What follows belongs to an exercise in optimizing a design on an open flow for small area; a production flow would make more cautious choices. Only simulation tests tie the RTL to the original design; equivalence was not proved. The clock port is modelled as an ideal driver; clocking choices that lean on that would not hold on a real chip. No activity file was given, so power comes from the tool's default toggle rates.

==> flow/design.v <==
module controlador (
    input  logic clk,
    input  logic rst_n,
    input  logic rx_pin,
    output logic tx_pin
);
    localparam logic [3:0] CLR = 4'd0, IDLE = 4'd1, RX = 4'd2, PROC = 4'd3,
                           ACC5 = 4'd4, ACC2 = 4'd5, LOAD = 4'd6, TX = 4'd7,
                           INIT = 4'd8, MUL = 4'd9, DIV = 4'd10, FIN = 4'd11,
                           CONV = 4'd12;
    logic [3:0]  st;
    logic [4:0]  j;
    logic [3:0]  m13;      
    logic [3:0]  cnt;      
    logic [3:0]  seq;      
    logic [2:0]  cs;       
    logic        shown, txq, rxs;
    logic [7:0]  S;        
    logic [15:0] A;
    logic [31:0] B;
    logic        c, c2, d, h1, h2, ah1;
    wire [3:0] jl = j[3:0];
    wire       w2 = j[4];
    wire       end_pass = (j == 5'd31);
    wire       tick = (jl == 4'd15) && (m13 == 4'd12);
    wire       A_out = A[0];
    wire       B_out = B[0];
    wire sq     = (cs == 3'd2);
    wire err    = (cs == 3'd1);
    wire mul    = (cs == 3'd4);
    wire div    = (cs == 3'd7);
    wire addsub = cs[2] && (cs[1] ^ cs[0]);
    wire isdig = (S[7:4] == 4'h3) && (!S[3] || (S[2:1] == 2'b00));
    wire isop  = (S == 8'h2B) || (S == 8'h2D) || (S == 8'h2A) || (S == 8'h2F);
    wire is_s  = (S == 8'h73);
    wire is_q  = (S == 8'h71);
    wire is_r  = (S == 8'h72);
    wire is_eq = (S == 8'h3D) || (S == 8'h0D);
    wire digb = (j[4:2] == 3'b000) && S[j[1:0]];
    logic [15:0] kw;
    always_comb begin
        case (seq[1:0])
            2'd0: kw = 16'd10000;
            2'd1: kw = 16'd1000;
            2'd2: kw = 16'd100;
            default: kw = 16'd10;
        endcase
    end
    wire cbit = kw[jl];
    wire t_old = (jl == 4'd0) || ((jl[3:1] != 3'b000) && A[15]);
    wire t_new = (jl == 4'd0) || ((jl[3:1] != 3'b000) && A[14]);
    wire y_sub = sq ? t_old : A_out;
    wire y_cmp = sq ? t_new : A_out;
    wire hsel  = sq ? h2 : h1;
    logic [7:0] kb;
    always_comb begin
        case (seq[2:0])
            3'd2:    kb = err ? 8'h45 : 8'h30;
            3'd3:    kb = err ? 8'h72 : 8'h30;
            3'd4:    kb = err ? 8'h72 : 8'h30;
            3'd5:    kb = 8'h0D;
            3'd6:    kb = 8'h0A;
            3'd7:    kb = 8'h3D;
            default: kb = 8'h30;
        endcase
    end
    wire load_bit = (!err && seq[3:2] == 2'b00 && !j[2]) ? B_out :
                    (!err && seq == 4'd4 && !j[2])      ? A_out : kb[j[2:0]];
    logic x, y, cinit, cfirst, x2, y2;
    logic a_in, b_in, h_in;
    wire cc  = cfirst ? cinit : c;
    wire s   = x ^ y ^ cc;
    wire co  = (x & y) | (cc & (x ^ y));
    wire cc2 = (jl == 4'd0) ? 1'b1 : c2;
    wire co2 = (x2 & y2) | (cc2 & (x2 ^ y2));
    always_comb begin
        x = A_out; y = 1'b0; cinit = 1'b0; cfirst = (jl == 4'd0);
        x2 = s; y2 = ~cbit;
        a_in = A_out; b_in = B_out; h_in = B_out;
        case (st)
            CLR: begin a_in = 1'b0; b_in = 1'b0; end
            ACC5: begin
                cfirst = (j == 5'd0);
                if (cs[2]) begin
                    x = B_out; y = (j[4:1] != 4'd0) && h2; b_in = s;
                end else begin
                    h_in = A_out;
                    x = A_out; y = (j[4:1] != 4'd0) && h2;
                    if (!w2) a_in = s;
                end
            end
            ACC2: begin
                cfirst = (j == 5'd0);
                x = (j != 5'd0) && h1; y = digb;
                if (cs[2]) b_in = s;
                else begin
                    h_in = A_out;
                    if (!w2) a_in = s;
                end
            end
            INIT: begin
                cfirst = (j == 5'd0);
                x = B_out; y = 1'b1;
                if (!w2) begin a_in = B_out; b_in = A_out; end
                else b_in = 1'b0;
            end
            MUL: begin
                if (!w2) b_in = (jl == 4'd0) ? 1'b0 : h1;
                else begin
                    x = (jl != 4'd0) && h1; y = d & A_out; b_in = s;
                end
            end
            DIV: begin
                x = B_out; y = ~(d & y_sub); cinit = 1'b1;
                x2 = hsel; y2 = ~y_cmp;
                if (!w2) b_in = sq ? h2 : ((jl == 4'd0) ? d : h1);
                else begin
                    h_in = s;
                    b_in = hsel;
                    if (sq) a_in = (jl == 4'd0) ? d : ah1;
                end
            end
            FIN: begin
                b_in = 1'b0;
                x = A_out; y = B_out ^ cs[1]; cinit = cs[1];
                if (!w2) begin
                    if (addsub) a_in = s;
                    if (div || sq) a_in = (jl == 4'd0) ? d : (sq ? ah1 : h1);
                end else if (mul) a_in = B_out;
            end
            CONV: begin
                cinit = 1'b1;
                if (!w2) begin x = A_out; y = ~(d & cbit); a_in = s; end
                else begin x = B_out; y = 1'b0; cinit = d; b_in = s; end
            end
            LOAD: if (seq[3:2] == 2'b00) b_in = 1'b0;
            default: ;
        endcase
    end
    wire bitslot = (cnt != 4'd0) && (cnt <= 4'd8);
    wire s_shift = ((st == RX || st == TX) && tick && bitslot) ||
                   (st == LOAD && j[4:3] == 2'b10);
    wire s_in = (st == LOAD) ? load_bit : rxs;
    assign tx_pin = txq;
    always_ff @(posedge clk) begin
        rxs <= rx_pin;
        A   <= {a_in, A[15:1]};
        B   <= {b_in, B[31:1]};
        h1  <= h_in;
        h2  <= h1;
        ah1 <= A_out;
        c   <= co;
        c2  <= co2;
        if (s_shift) S <= {s_in, S[7:1]};
        if (st == IDLE && !rxs) m13 <= 4'd6;
        else if (jl == 4'd15) m13 <= (m13 == 4'd12) ? 4'd0 : m13 + 4'd1;
        if (!rst_n) begin
            st <= CLR; j <= 5'd0; txq <= 1'b1; cs <= 3'd0;
        end else begin
            j <= j + 5'd1;
            case (st)
                CLR: begin
                    cs <= 3'd0;
                    if (end_pass) st <= IDLE;
                end
                IDLE: if (!rxs) begin st <= RX; cnt <= 4'd0; end
                RX: if (tick) begin
                    cnt <= cnt + 4'd1;
                    if (cnt == 4'd9) st <= PROC;
                end
                PROC: if (end_pass) begin
                    cnt <= 4'd0; seq <= 4'd8;
                    case (cs)
                        3'd0: begin
                            if (isdig) st <= ACC5;
                            else if (isop) begin
                                cs <= {1'b1, S[2], S[2] ? S[1] : S[0]}; st <= TX;
                            end else if (is_s) begin cs <= 3'd1; st <= TX; end
                            else st <= IDLE;
                        end
                        3'd1: if (is_q) begin cs <= 3'd2; st <= TX; end else st <= CLR;
                        3'd2: if (is_r) begin seq <= 4'd7; st <= TX; end else st <= CLR;
                        default: begin
                            if (isdig) st <= ACC5;
                            else if (is_eq) begin seq <= 4'd7; st <= LOAD; end
                            else st <= IDLE;
                        end
                    endcase
                end
                ACC5: if (end_pass) st <= ACC2;
                ACC2: if (end_pass) st <= TX;
                LOAD: if (j == 5'd23) begin st <= TX; cnt <= 4'd0; end
                TX: begin
                    if (tick && cnt != 4'd11) begin
                        cnt <= cnt + 4'd1;
                        if (cnt == 4'd0) txq <= 1'b0;
                        else if (cnt <= 4'd8) txq <= S[0];
                        else txq <= 1'b1;
                    end
                    if (cnt == 4'd11 && end_pass) begin
                        if (seq[3]) st <= IDLE;
                        else if (seq == 4'd7) st <= addsub ? FIN : INIT;
                        else if (seq == 4'd6) st <= CLR;
                        else begin
                            seq <= seq + 4'd1;
                            st <= (seq[2:0] < 3'd3 && !err) ? CONV : LOAD;
                        end
                    end
                end
                INIT: if (end_pass) begin
                    cnt <= 4'd0; d <= 1'b0;
                    if (div && !co) begin cs <= 3'd1; seq <= 4'd2; st <= LOAD; end
                    else st <= mul ? MUL : DIV;
                end
                MUL: begin
                    if (j == 5'd15) d <= B_out;
                    if (end_pass) begin
                        cnt <= cnt + 4'd1;
                        if (cnt == 4'd15) st <= FIN;
                    end
                end
                DIV: if (end_pass) begin
                    d <= co2 | s;
                    cnt <= cnt + 4'd1;
                    if (cnt[2:0] == 3'd7 && (sq || cnt[3])) st <= FIN;
                end
                FIN: if (end_pass) begin
                    seq <= 4'd0; shown <= 1'b0; d <= 1'b0; st <= CONV;
                end
                CONV: begin
                    if (j == 5'd15) begin
                        d <= co2;
                        if (co2) shown <= 1'b1;
                    end
                    if (end_pass && !d) begin
                        if (shown) st <= LOAD;
                        else begin
                            seq <= seq + 4'd1;
                            if (seq == 4'd3) st <= LOAD;
                        end
                    end
                end
                default: st <= CLR;
            endcase
        end
    end
endmodule
Settings: LEC_CHECK=0, ABC_AREA=1, CAP_MARGIN=20, CORE_MARGIN=2, CORE_UTILIZATION=45, PLACE_DENSITY=0.6, SLEW_MARGIN=20; clock period 40.0 ns.
standard.sh (not shown) runs the stock make flow with config.mk's settings and CLKGATE_MAP_FILE= SYNTH_SCRIPT=/design/flow/synth_recipe.tcl, a recipe that flattens the netlist after the stock synthesis.
==> flow/flow/run.sh <==
#!/bin/bash
# The standard layout (standard.sh, ORFS's own scripts), with three
# changes to how the layout is made:
#  - ABC's area script (combinational logic only; flip-flops are mapped
#    before ABC runs, so the registers are those of the standard synthesis)
#    is replaced by a stronger area-oriented one (flow/abc_area.script);
#  - CTS does not add dummy loads for skew balancing;
#  - the port buffers use the smallest buffer cell.
set -euo pipefail
here=$(pwd)
rm -rf "$here/scripts"
cp -r "$FLOW_HOME/scripts" "$here/scripts"
cp "$here/flow/abc_area.script" "$here/scripts/abc_area.script"
sed -i 's/^log_cmd clock_tree_synthesis {\*}\$cts_args/lappend cts_args -dont_use_dummy_load\nlog_cmd clock_tree_synthesis {*}$cts_args/' "$here/scripts/cts.tcl"
sed -i 's/buffer_ports {\*}\[env_var_or_empty BUFFER_PORTS_ARGS\]/buffer_ports -buffer_cell sky130_fd_sc_hd__buf_1/' "$here/scripts/global_place.tcl"
grep -q dont_use_dummy_load "$here/scripts/cts.tcl"
grep -q "buffer_cell sky130_fd_sc_hd__buf_1" "$here/scripts/global_place.tcl"
bash standard.sh SCRIPTS_DIR="$here/scripts" finish > "$here/flow.log" 2>&1
==> flow/flow/abc_area.script <==
strash
&get -n
&deepsyn -T 20
&put
dch -f
amap
stime -c
Next try:
==> flow/flow/run.sh (replaced) <==
#!/bin/bash
set -euo pipefail
here=$(pwd)
rm -rf "$here/scripts"
cp -r "$FLOW_HOME/scripts" "$here/scripts"
cp "$here/flow/abc_area.script" "$here/scripts/abc_area.script"
bash standard.sh SCRIPTS_DIR="$here/scripts" finish > "$here/flow.log" 2>&1
CAP_MARGIN = 0   (was 20)
CORE_UTILIZATION = 70   (was 45)
HOLD_SLACK_MARGIN = 0   (was default)
PLACE_DENSITY = 0.85   (was 0.6)
SLEW_MARGIN = 0   (was 20)
Routed wire length climbs by 7.6%.
Critical path depth stays the same.
Fmax drops by about 3%.
Next try:
==> flow/flow/run.sh (replaced) <==
#!/bin/bash
# The standard layout (standard.sh, ORFS's own scripts), with these
# changes to how the layout is made:
#  - ABC's area script (combinational logic only; flip-flops are mapped
#    before ABC runs, so the registers are those of the standard synthesis)
#    is replaced by a stronger area-oriented one (flow/abc_area.script);
#  - CTS does not add dummy loads for skew balancing, and after CTS each
#    clock buffer is downsized as far as the clock-pin slew allows
#    (flow/ck_down.tcl);
#  - the port buffers use the smallest buffer cell.
# All tool output goes to flow.log and ORFS's per-step logs under orfs/logs.
set -euo pipefail
here=$(pwd)
rm -rf "$here/scripts"
cp -r "$FLOW_HOME/scripts" "$here/scripts"
cp "$here/flow/abc_area.script" "$here/scripts/abc_area.script"
cp "$here/flow/ck_down.tcl" "$here/scripts/ck_down.tcl"
sed -i 's/^log_cmd clock_tree_synthesis {\*}\$cts_args/lappend cts_args -dont_use_dummy_load\nlog_cmd clock_tree_synthesis {*}$cts_args\nsource $::env(SCRIPTS_DIR)\/ck_down.tcl/' "$here/scripts/cts.tcl"
sed -i 's/buffer_ports {\*}\[env_var_or_empty BUFFER_PORTS_ARGS\]/buffer_ports -buffer_cell sky130_fd_sc_hd__buf_1/' "$here/scripts/global_place.tcl"
grep -q dont_use_dummy_load "$here/scripts/cts.tcl"
grep -q ck_down.tcl "$here/scripts/cts.tcl"
grep -q "buffer_cell sky130_fd_sc_hd__buf_1" "$here/scripts/global_place.tcl"
bash standard.sh SCRIPTS_DIR="$here/scripts" finish > "$here/flow.log" 2>&1
==> flow/flow/ck_down.tcl (new file) <==
proc ck_max_slew {} {
  set mx 0
  foreach p [get_pins -of_objects [all_registers] -filter "is_clock==1"] {
    set s [get_property $p slew_max]
    if {$s > $mx} {set mx $s}
  }
  return $mx
}
set_propagated_clock [all_clocks]
estimate_parasitics -placement
puts "ck_down: max clock pin slew before [ck_max_slew]"
foreach inst [get_cells -filter "ref_name == sky130_fd_sc_hd__clkbuf_8"] {
  foreach smaller {sky130_fd_sc_hd__clkbuf_2 sky130_fd_sc_hd__clkbuf_4} {
    replace_cell $inst $smaller
    estimate_parasitics -placement
    if {[ck_max_slew] <= 0.110} {
      puts "ck_down: [get_full_name $inst] -> $smaller"
      break
    }
    replace_cell $inst sky130_fd_sc_hd__clkbuf_8
    estimate_parasitics -placement
  }
}
puts "ck_down: max clock pin slew after [ck_max_slew]"
unset_propagated_clock [all_clocks]
CAP_MARGIN = 20   (was 0)
CORE_UTILIZATION = 45   (was 70)
HOLD_SLACK_MARGIN = default   (was 0)
PLACE_DENSITY = 0.6   (was 0.85)
SLEW_MARGIN = 20   (was 0)
Outcome:
- via count fell by 10%
- global-route usage shrinks by 15 points
- wire length decreases by 6.8%
Next try:
==> flow/flow/run.sh (replaced) <==
#!/bin/bash
set -euo pipefail
here=$(pwd)
rm -rf "$here/scripts"
cp -r "$FLOW_HOME/scripts" "$here/scripts"
cp "$here/flow/abc_area.script" "$here/scripts/abc_area.script"
bash standard.sh SCRIPTS_DIR="$here/scripts" finish > "$here/flow.log" 2>&1
CTS_BUF_LIST = sky130_fd_sc_hd__clkbuf_8   (was default)
CTS_CLUSTER_DIAMETER = 150   (was default)
CTS_CLUSTER_SIZE = 40   (was default)
removed: flow/flow/ck_down.tcl
Sequential share of layout area decreases by 0.98 points.
Die area is unchanged.
Total power increases by 5.8%.
Final area increases by about 2.2%.
Via count decreases by about 0.5%.
Area after synthesis is unchanged.
Routed wire length decreases by about 0.6%.
Clock skew decreases by 0.030 ns.
Non-clock buffer count is unchanged.
Next try:
CTS_BUF_LIST = sky130_fd_sc_hd__clkbuf_16   (was sky130_fd_sc_hd__clkbuf_8)
CTS_CLUSTER_DIAMETER = 200   (was 150)
CTS_CLUSTER_SIZE = 50   (was 40)
The new run finished clean.
Routed wire length stays flat.
Hold slack gets worse by 0.0037 ns.
Cell area went up by 2.3%.
Worst setup slack gets worse by 0.034 ns.
Area after synthesis stays the same.
Register-to-register slack gets worse by 0.04 ns.
First-iteration DRC count hardly moves.
Sequential share of layout area went down by 1.0 points.
Fmax went down by 0.35%.
Core utilization went up by 1.2 points.
Total power went up by 9.6%.

-- what the ideal ports hide --
No port has a modelled driver above. Below, the same layouts with a new extraction and two added sets of constraints.
Step 1, drivers: a clkbuf_16 drives clk and a buf_2 each remaining input, both assumed.
Step 2 adds t to the input delays and takes it off the output delays; t is the mean of the earliest and latest rising clock arrival at the registers after step 1. Input paths then give back, and output paths get back, about the clock's delay inside the block.
Three values: no drivers, after step 1, after step 2; two values: the first two.
run	t (ns)	setup WS [ns]	worst setup path at the end
the first run	0.379	30.741 / 30.748 / 30.369	input to register
the second run	0.396	30.460 / 30.461 / 30.065	input to register
the third run	0.555	30.886 / 30.890 / 30.334	input to register
the fourth run	0.388	30.359 / 30.368 / 29.980	input to register
the fifth run	0.374	30.324 / 30.340 / 29.966	input to register
After both steps every run listed still meets setup and hold. For the third run, which loses most, drivers alone change the setup slack by +0.004 ns; drivers and shift together by -0.552 ns.
